From an optimization exercise on the open Yosys and OpenROAD flow, aimed at small area, a short achievable clock period and few clock cycles; shortcuts taken in it are not production practice.
The RTL was checked by simulation tests, not by an equivalence proof against the original design.
Power figures rest on the tool's default switching activity, not on a simulated workload.

==> v9: inputs <==
// RISC_processor
module RISC_processor(
    input clk,
    input Reset,
    output [31:0] PC,
    input [31:0] InstructionCode,
    output RegWriteEn,
    output [4:0] RegWriteNum,
    output [31:0] RegWriteData
    );
reg [29:0] pc_q;
always @(posedge clk or negedge Reset)
    if (!Reset) pc_q <= 30'd0;
    else        pc_q <= pc_q + 30'd1;
assign PC = {pc_q, 2'b00};
reg        d_v;                          
reg [31:0] ir;
always @(posedge clk or negedge Reset)
    if (!Reset) d_v <= 1'b0;
    else        d_v <= 1'b1;
always @(posedge clk)
    ir <= InstructionCode;
wire [31:0] ins = ir;
wire [5:0] op  = ins[31:26];
wire [4:0] rd  = ins[25:21];
wire [4:0] rs1 = ins[20:16];
wire [4:0] rs2 = ins[15:11];
wire [4:0] sh  = ins[10:6];
wire [5:0] fn  = ins[5:0];
wire is_r  = (op == 6'b000000);
wire is_li = (op == 6'b111111);
wire f_sll = is_r && (fn == 6'b000000);
wire f_srl = is_r && (fn == 6'b000010);
wire f_and = is_r && (fn == 6'b100100);
wire f_or  = is_r && (fn == 6'b100101);
wire f_sub = is_r && (fn == 6'b100010);
wire use_rs2 = is_r && fn[5];
wire [31:0] imm   = {{10{ins[21]}}, ins[21:0]};
wire [31:0] shamt = {{27{sh[4]}}, sh};
reg        e_we;                         
reg [4:0]  e_rd;
reg [31:0] e_an, e_bn;                   
reg [3:0]  e_fa, e_fb;                   
reg        e_add, e_sub, e_and, e_or, e_sll, e_srl, e_li;
reg [3:0]  e_sh;
reg        w_we;
reg [4:0]  w_rd;
reg [31:0] w_data;
reg [31:0] f_data;                       
localparam [14*32-1:0] INITS = {
    32'd15, 32'd10, 32'd30, 32'd0, 32'd30, 32'd20, 32'd5,
    32'd50, 32'd15, 32'd10, 32'd10, 32'd40, 32'd20, 32'd0};
wire [31:0]   res;
wire [1023:0] rf_q;
wire [31:0]   wsel;
reg  [13:0]   dflt;
genvar gi, gb;
generate
for (gi = 0; gi < 32; gi = gi + 1) begin : R
    reg  [31:0] q;
    wire [31:0] d;
    assign wsel[gi] = e_we && (e_rd == gi);
  ...
==> module RISC_processor, before the edit <==
module RISC_processor(
    input clk,
    input Reset,
    output [31:0] PC,
    input [31:0] InstructionCode,
    output RegWriteEn,
    output [4:0] RegWriteNum,
    output [31:0] RegWriteData
    );
reg [29:0] pc_q;
always @(posedge clk or negedge Reset)
    if (!Reset) pc_q <= 30'd0;
    else        pc_q <= pc_q + 30'd1;
assign PC = {pc_q, 2'b00};
reg        d_v;                          
reg [31:0] ir;
always @(posedge clk or negedge Reset)
    if (!Reset) d_v <= 1'b0;
    else        d_v <= 1'b1;
always @(posedge clk)
    ir <= InstructionCode;
wire [31:0] ins = ir;
wire [5:0] op  = ins[31:26];
wire [4:0] rd  = ins[25:21];
wire [4:0] rs1 = ins[20:16];
wire [4:0] rs2 = ins[15:11];
wire [4:0] sh  = ins[10:6];
wire [5:0] fn  = ins[5:0];
wire is_r  = (op == 6'b000000);
wire is_li = (op == 6'b111111);
wire f_sll = is_r && (fn == 6'b000000);
wire f_srl = is_r && (fn == 6'b000010);
wire f_and = is_r && (fn == 6'b100100);
wire f_or  = is_r && (fn == 6'b100101);
wire f_sub = is_r && (fn == 6'b100010);
wire use_rs2 = is_r && fn[5];
wire [31:0] imm   = {{10{ins[21]}}, ins[21:0]};
wire [31:0] shamt = {{27{sh[4]}}, sh};
reg        e_we;                         
reg [4:0]  e_rd;
reg [31:0] e_an, e_bn;                   
reg [3:0]  e_fa, e_fb;                   
reg        e_add, e_sub, e_and, e_or, e_sll, e_srl, e_li;
reg [3:0]  e_sh;
reg        w_we;
reg [4:0]  w_rd;
reg [31:0] w_data;
reg [31:0] f_data;                       
localparam [14*32-1:0] INITS = {
    32'd15, 32'd10, 32'd30, 32'd0, 32'd30, 32'd20, 32'd5,
    32'd50, 32'd15, 32'd10, 32'd10, 32'd40, 32'd20, 32'd0};
wire [31:0]   res;
wire [1023:0] rf_q;
wire [31:0]   wsel;
reg  [13:0]   dflt;
genvar gi, gb;
generate
for (gi = 0; gi < 32; gi = gi + 1) begin : R
    reg  [31:0] q;
    wire [31:0] d;
    assign wsel[gi] = e_we && (e_rd == gi);
    wire nsel = !wsel[gi];
    for (gb = 0; gb < 32; gb = gb + 1) begin : B
        rf_hold u(.q(q[gb]), .w(res[gb]), .en(wsel[gi]), .nen(nsel), .d(d[gb]));
    end
    always @(posedge clk)
        q <= d;
    assign rf_q[gi*32 +: 32] = q;
end
endgenerate
always @(posedge clk or negedge Reset)
    if (!Reset) dflt <= 14'h3fff;
    else        dflt <= dflt & ~wsel[13:0];
wire [31:0] s1, s2;       
wire [13:0] c1, c2;       
generate
for (gi = 0; gi < 32; gi = gi + 1) begin : S
    wire h1 = (rs1 == gi);
    wire h2 = use_rs2  && (rs2 == gi);
    if (gi < 14) begin : D
        assign s1[gi] = h1 && !dflt[gi];
        assign s2[gi] = h2 && !dflt[gi];
        assign c1[gi] = h1 && dflt[gi];
        assign c2[gi] = h2 && dflt[gi];
    end else begin : N
        assign s1[gi] = h1;
        assign s2[gi] = h2;
    end
end
endgenerate
wire [31:0] bconst = (is_li ? imm : 32'd0) | ((is_r && !fn[5]) ? shamt : 32'd0);
wire [31:0] rf_an, rf_bn;
generate
for (gb = 0; gb < 32; gb = gb + 1) begin : P
    wire [31:0] col;
    wire [13:0] cm;
    for (gi = 0; gi < 32; gi = gi + 1) begin : C
        assign col[gi] = rf_q[gi*32 + gb];
        if (gi < 14) begin : I
            assign cm[gi] = INITS[gi*32 + gb];
        end
    end
    rf_rdbit ua(.s(s1), .d(col), .cn(!(|(c1 & cm))), .yn(rf_an[gb]));
    rf_rdbit ub(.s(s2), .d(col), .cn(!((|(c2 & cm)) | bconst[gb])), .yn(rf_bn[gb]));
end
endgenerate
always @(posedge clk or negedge Reset)
    if (!Reset) e_we <= 1'b0;
    else        e_we <= d_v && (is_r || is_li);
always @(posedge clk) begin
    e_rd  <= rd;
    e_sh  <= sh[3:0];
    e_an  <= rf_an;
    e_bn  <= rf_bn;
    e_fa  <= {4{e_we && !is_li && (e_rd == rs1)}};
    e_fb  <= {4{e_we && use_rs2 && (e_rd == rs2)}};
    e_sub <= f_sub;
    e_and <= f_and;
    e_or  <= f_or;
    e_sll <= f_sll && !sh[4];
    e_srl <= f_srl && !sh[4];
    e_li  <= is_li;
    e_add <= !(f_sll || f_srl || f_and || f_or || is_li);
end
wire [31:0] fa = {{8{e_fa[3]}}, {8{e_fa[2]}}, {8{e_fa[1]}}, {8{e_fa[0]}}};
wire [31:0] fb = {{8{e_fb[3]}}, {8{e_fb[2]}}, {8{e_fb[1]}}, {8{e_fb[0]}}};
wire [31:0] a = (fa & f_data) | (~fa & ~e_an);
wire [31:0] b = (fb & f_data) | (~fb & ~e_bn);
wire [31:0] sum;
alu_add32 add(.a(e_sub ? ~a : a), .b(b), .s(sum));
function [31:0] rev32(input [31:0] x);
    integer r;
    for (r = 0; r < 32; r = r + 1) rev32[r] = x[31 - r];
endfunction
wire [31:0] shx = (e_sll ? rev32(a) : a) >> e_sh;
wire [31:0] shl = rev32(shx);
wire [31:0] shr = shx;
wire [31:0] rest = ({32{e_and}} & (a & b))
                 | ({32{e_or }} & (a | b))
                 | ({32{e_sll}} & shl)
                 | ({32{e_srl}} & shr)
                 | ({32{e_li }} & b);
wire e_pos = e_add && !e_sub;
genvar gr;
generate
for (gr = 0; gr < 32; gr = gr + 1) begin : RS
    alu_res u(.sum(sum[gr]), .pos(e_pos), .neg(e_sub), .rest(rest[gr]), .y(res[gr]));
end
endgenerate
always @(posedge clk or negedge Reset)
    if (!Reset) w_we <= 1'b0;
    else        w_we <= e_we;
always @(posedge clk) begin
    w_rd   <= e_rd;
    w_data <= res;
    f_data <= res;
end
assign RegWriteEn   = w_we;
assign RegWriteNum  = w_rd;
assign RegWriteData = w_data;
endmodule
Settings: LEC_CHECK=0, ABC_CLOCK_PERIOD_IN_PS=4000, CAP_MARGIN=20, CELL_PAD_IN_SITES_DETAIL_PLACEMENT=1, CELL_PAD_IN_SITES_GLOBAL_PLACEMENT=1, CORE_MARGIN=2, CORE_UTILIZATION=35, CTS_BUF_LIST=sky130_fd_sc_hd__clkbuf_16, CTS_CLUSTER_DIAMETER=60, CTS_CLUSTER_SIZE=20, PLACE_DENSITY=0.45, SLEW_MARGIN=20, SYNTH_HIERARCHICAL=1; clock period 14.0 ns.
standard.sh (not shown) runs the stock make flow with config.mk's settings and CLKGATE_MAP_FILE= SYNTH_SCRIPT=/design/flow/synth_recipe.tcl, a recipe that flattens the netlist after the stock synthesis.
==> flow/flow/run.sh <==
#!/bin/bash
# Layout: the standard flow (standard.sh) with its unchanged synthesis and
# the design's SDC. The setup repair steps are asked to keep a larger slack
# margin, so that they work on paths well below the design's clock period,
# and to repair every endpoint within it. Ports are buffered (as the standard
# flow does) with buf_4 cells.
set -euo pipefail
bash standard.sh SETUP_SLACK_MARGIN=9.7 TNS_END_PERCENT=100 \
  "BUFFER_PORTS_ARGS=-buffer_cell sky130_fd_sc_hd__buf_4" finish > flow_make.log 2>&1
==> v21: changes against v9 <==
--- a/flow/design.v
+++ b/flow/design.v
@@ -13,12 +13,5 @@
     else        pc_q <= pc_q + 30'd1;
 assign PC = {pc_q, 2'b00};
-reg        d_v;                          
-reg [31:0] ir;
-always @(posedge clk or negedge Reset)
-    if (!Reset) d_v <= 1'b0;
-    else        d_v <= 1'b1;
-always @(posedge clk)
-    ir <= InstructionCode;
-wire [31:0] ins = ir;
+wire [31:0] ins = InstructionCode;
 wire [5:0] op  = ins[31:26];
 wire [4:0] rd  = ins[25:21];
@@ -40,5 +33,5 @@
 reg [4:0]  e_rd;
 reg [31:0] e_an, e_bn;                   
-reg [3:0]  e_fa, e_fb;                   
+reg        e_fa, e_fb;                   
 reg        e_add, e_sub, e_and, e_or, e_sll, e_srl, e_li;
 reg [3:0]  e_sh;
@@ -46,5 +39,4 @@
 reg [4:0]  w_rd;
 reg [31:0] w_data;
-reg [31:0] f_data;                       
 localparam [14*32-1:0] INITS = {
     32'd15, 32'd10, 32'd30, 32'd0, 32'd30, 32'd20, 32'd5,
@@ -107,5 +99,5 @@
 always @(posedge clk or negedge Reset)
     if (!Reset) e_we <= 1'b0;
-    else        e_we <= d_v && (is_r || is_li);
+    else        e_we <= is_r || is_li;
 always @(posedge clk) begin
     e_rd  <= rd;
@@ -113,6 +105,6 @@
     e_an  <= rf_an;
     e_bn  <= rf_bn;
-    e_fa  <= {4{e_we && !is_li && (e_rd == rs1)}};
-    e_fb  <= {4{e_we && use_rs2 && (e_rd == rs2)}};
+    e_fa  <= e_we && !is_li && (e_rd == rs1);
+    e_fb  <= e_we && use_rs2 && (e_rd == rs2);
     e_sub <= f_sub;
     e_and <= f_and;
@@ -123,8 +115,6 @@
     e_add <= !(f_sll || f_srl || f_and || f_or || is_li);
 end
-wire [31:0] fa = {{8{e_fa[3]}}, {8{e_fa[2]}}, {8{e_fa[1]}}, {8{e_fa[0]}}};
-wire [31:0] fb = {{8{e_fb[3]}}, {8{e_fb[2]}}, {8{e_fb[1]}}, {8{e_fb[0]}}};
-wire [31:0] a = (fa & f_data) | (~fa & ~e_an);
-wire [31:0] b = (fb & f_data) | (~fb & ~e_bn);
+wire [31:0] a = e_fa ? w_data : ~e_an;
+wire [31:0] b = e_fb ? w_data : ~e_bn;
 wire [31:0] sum;
 alu_add32 add(.a(e_sub ? ~a : a), .b(b), .s(sum));
@@ -154,5 +144,4 @@
     w_rd   <= e_rd;
     w_data <= res;
-    f_data <= res;
 end
 assign RegWriteEn   = w_we;
==> flow/flow/run.sh (replaced) <==
#!/bin/bash
# Layout: the standard flow (standard.sh) with its unchanged synthesis and
# the design's SDC. The setup repair steps are asked to keep a larger slack
# margin, so that they work on paths well below the design's clock period.
# Ports are buffered (as the standard flow does) with buf_4 cells.
set -euo pipefail
bash standard.sh SETUP_SLACK_MARGIN=10 TNS_END_PERCENT=0 \
  "BUFFER_PORTS_ARGS=-buffer_cell sky130_fd_sc_hd__buf_4" finish > flow_make.log 2>&1
CTS_BUF_LIST = sky130_fd_sc_hd__clkbuf_4 sky130_fd_sc_hd__clkbuf_8   (was sky130_fd_sc_hd__clkbuf_16)
CTS_CLUSTER_DIAMETER = default   (was 60)
CTS_CLUSTER_SIZE = default   (was 20)
==> qor summary <==
                                                                                                   v9                        v21
Total half-perimeter wirelength after legalization and detailed placement                   188000 um                  190000 um
Wire length reported by the detailed router                                                 300000 um                  310000 um
Fin util                                                                                        41.8%                      42.7%
WL met3                                                                                      29800 um                   34400 um
Terminus of the critical flop-to-flop path                                                   e_an[15]                R[15].q[17]
Part of the total power dissipated in combinational logic                                        5.6%                       7.0%
Reported clock group power                                                                    3710 uW                    3550 uW
Cell area after placement                                                                  56900 um^2                 56800 um^2
Clock tree skew after final layout                                                            46.8 ps                    84.4 ps
Multi-input logic area                                                                     27200 um^2                 28200 um^2
Launching element of the worst setup path                                                      ir[20]        InstructionCode[12]
Switching component of the power                                                              2070 uW                    2060 uW
Die Ht                                                                                         389 um                     389 um
Clock network share of area                                                                     7.26%                      7.28%
Static leakage power                                                                        0.0237 uW                  0.0240 uW
Clk root buf                                                               sky130_fd_sc_hd__clkbuf_16  sky130_fd_sc_hd__clkbuf_8
Die width                                                                                      389 um                     389 um
Type of the worst setup path                                                             flop to flop         input port to flop
Global-route track usage on met1                                                                50.4%                      52.8%
Fraction of power spent switching nets                                                          26.7%                      26.9%
Run status                                                                             finished clean             finished clean
Pre-CTS worst setup slack                                                                     8290 ps                    7810 ps
Detailed Routing Iterations Pass 1                                                                 12                         11
Testbench counts of v9, summed over its fixed seeds: cycles 64,096.
Testbench counts of v21, summed over its fixed seeds: cycles 64,064.

[static timing again, ports no longer ideal]
Ports are ideal in the flow. The routed layouts listed here were re-timed in OpenROAD.
Step 1, drivers: a clkbuf_16 drives clk and a buf_2 each remaining input, both assumed.
Step 2 also shifts input and output timing later by t, the mid clock arrival at the registers, as if the neighbouring blocks saw the same clock.
Three values: ideal, step 1, step 2; two values: the first two.
run | t, ns | setup WS [ns] | hold WS [ns]
v9 | 0.859 | 9.555 / 9.555 / 9.555 | 0.331 / 0.331 / 0.331
v21 | 0.989 | 9.336 / 9.375 / 8.386 | 0.477 / 0.477 / 0.477
After both steps setup and hold are still met in every run listed. For v21, which loses most, drivers alone change the setup slack by +0.039 ns; drivers and shift together by -0.950 ns.
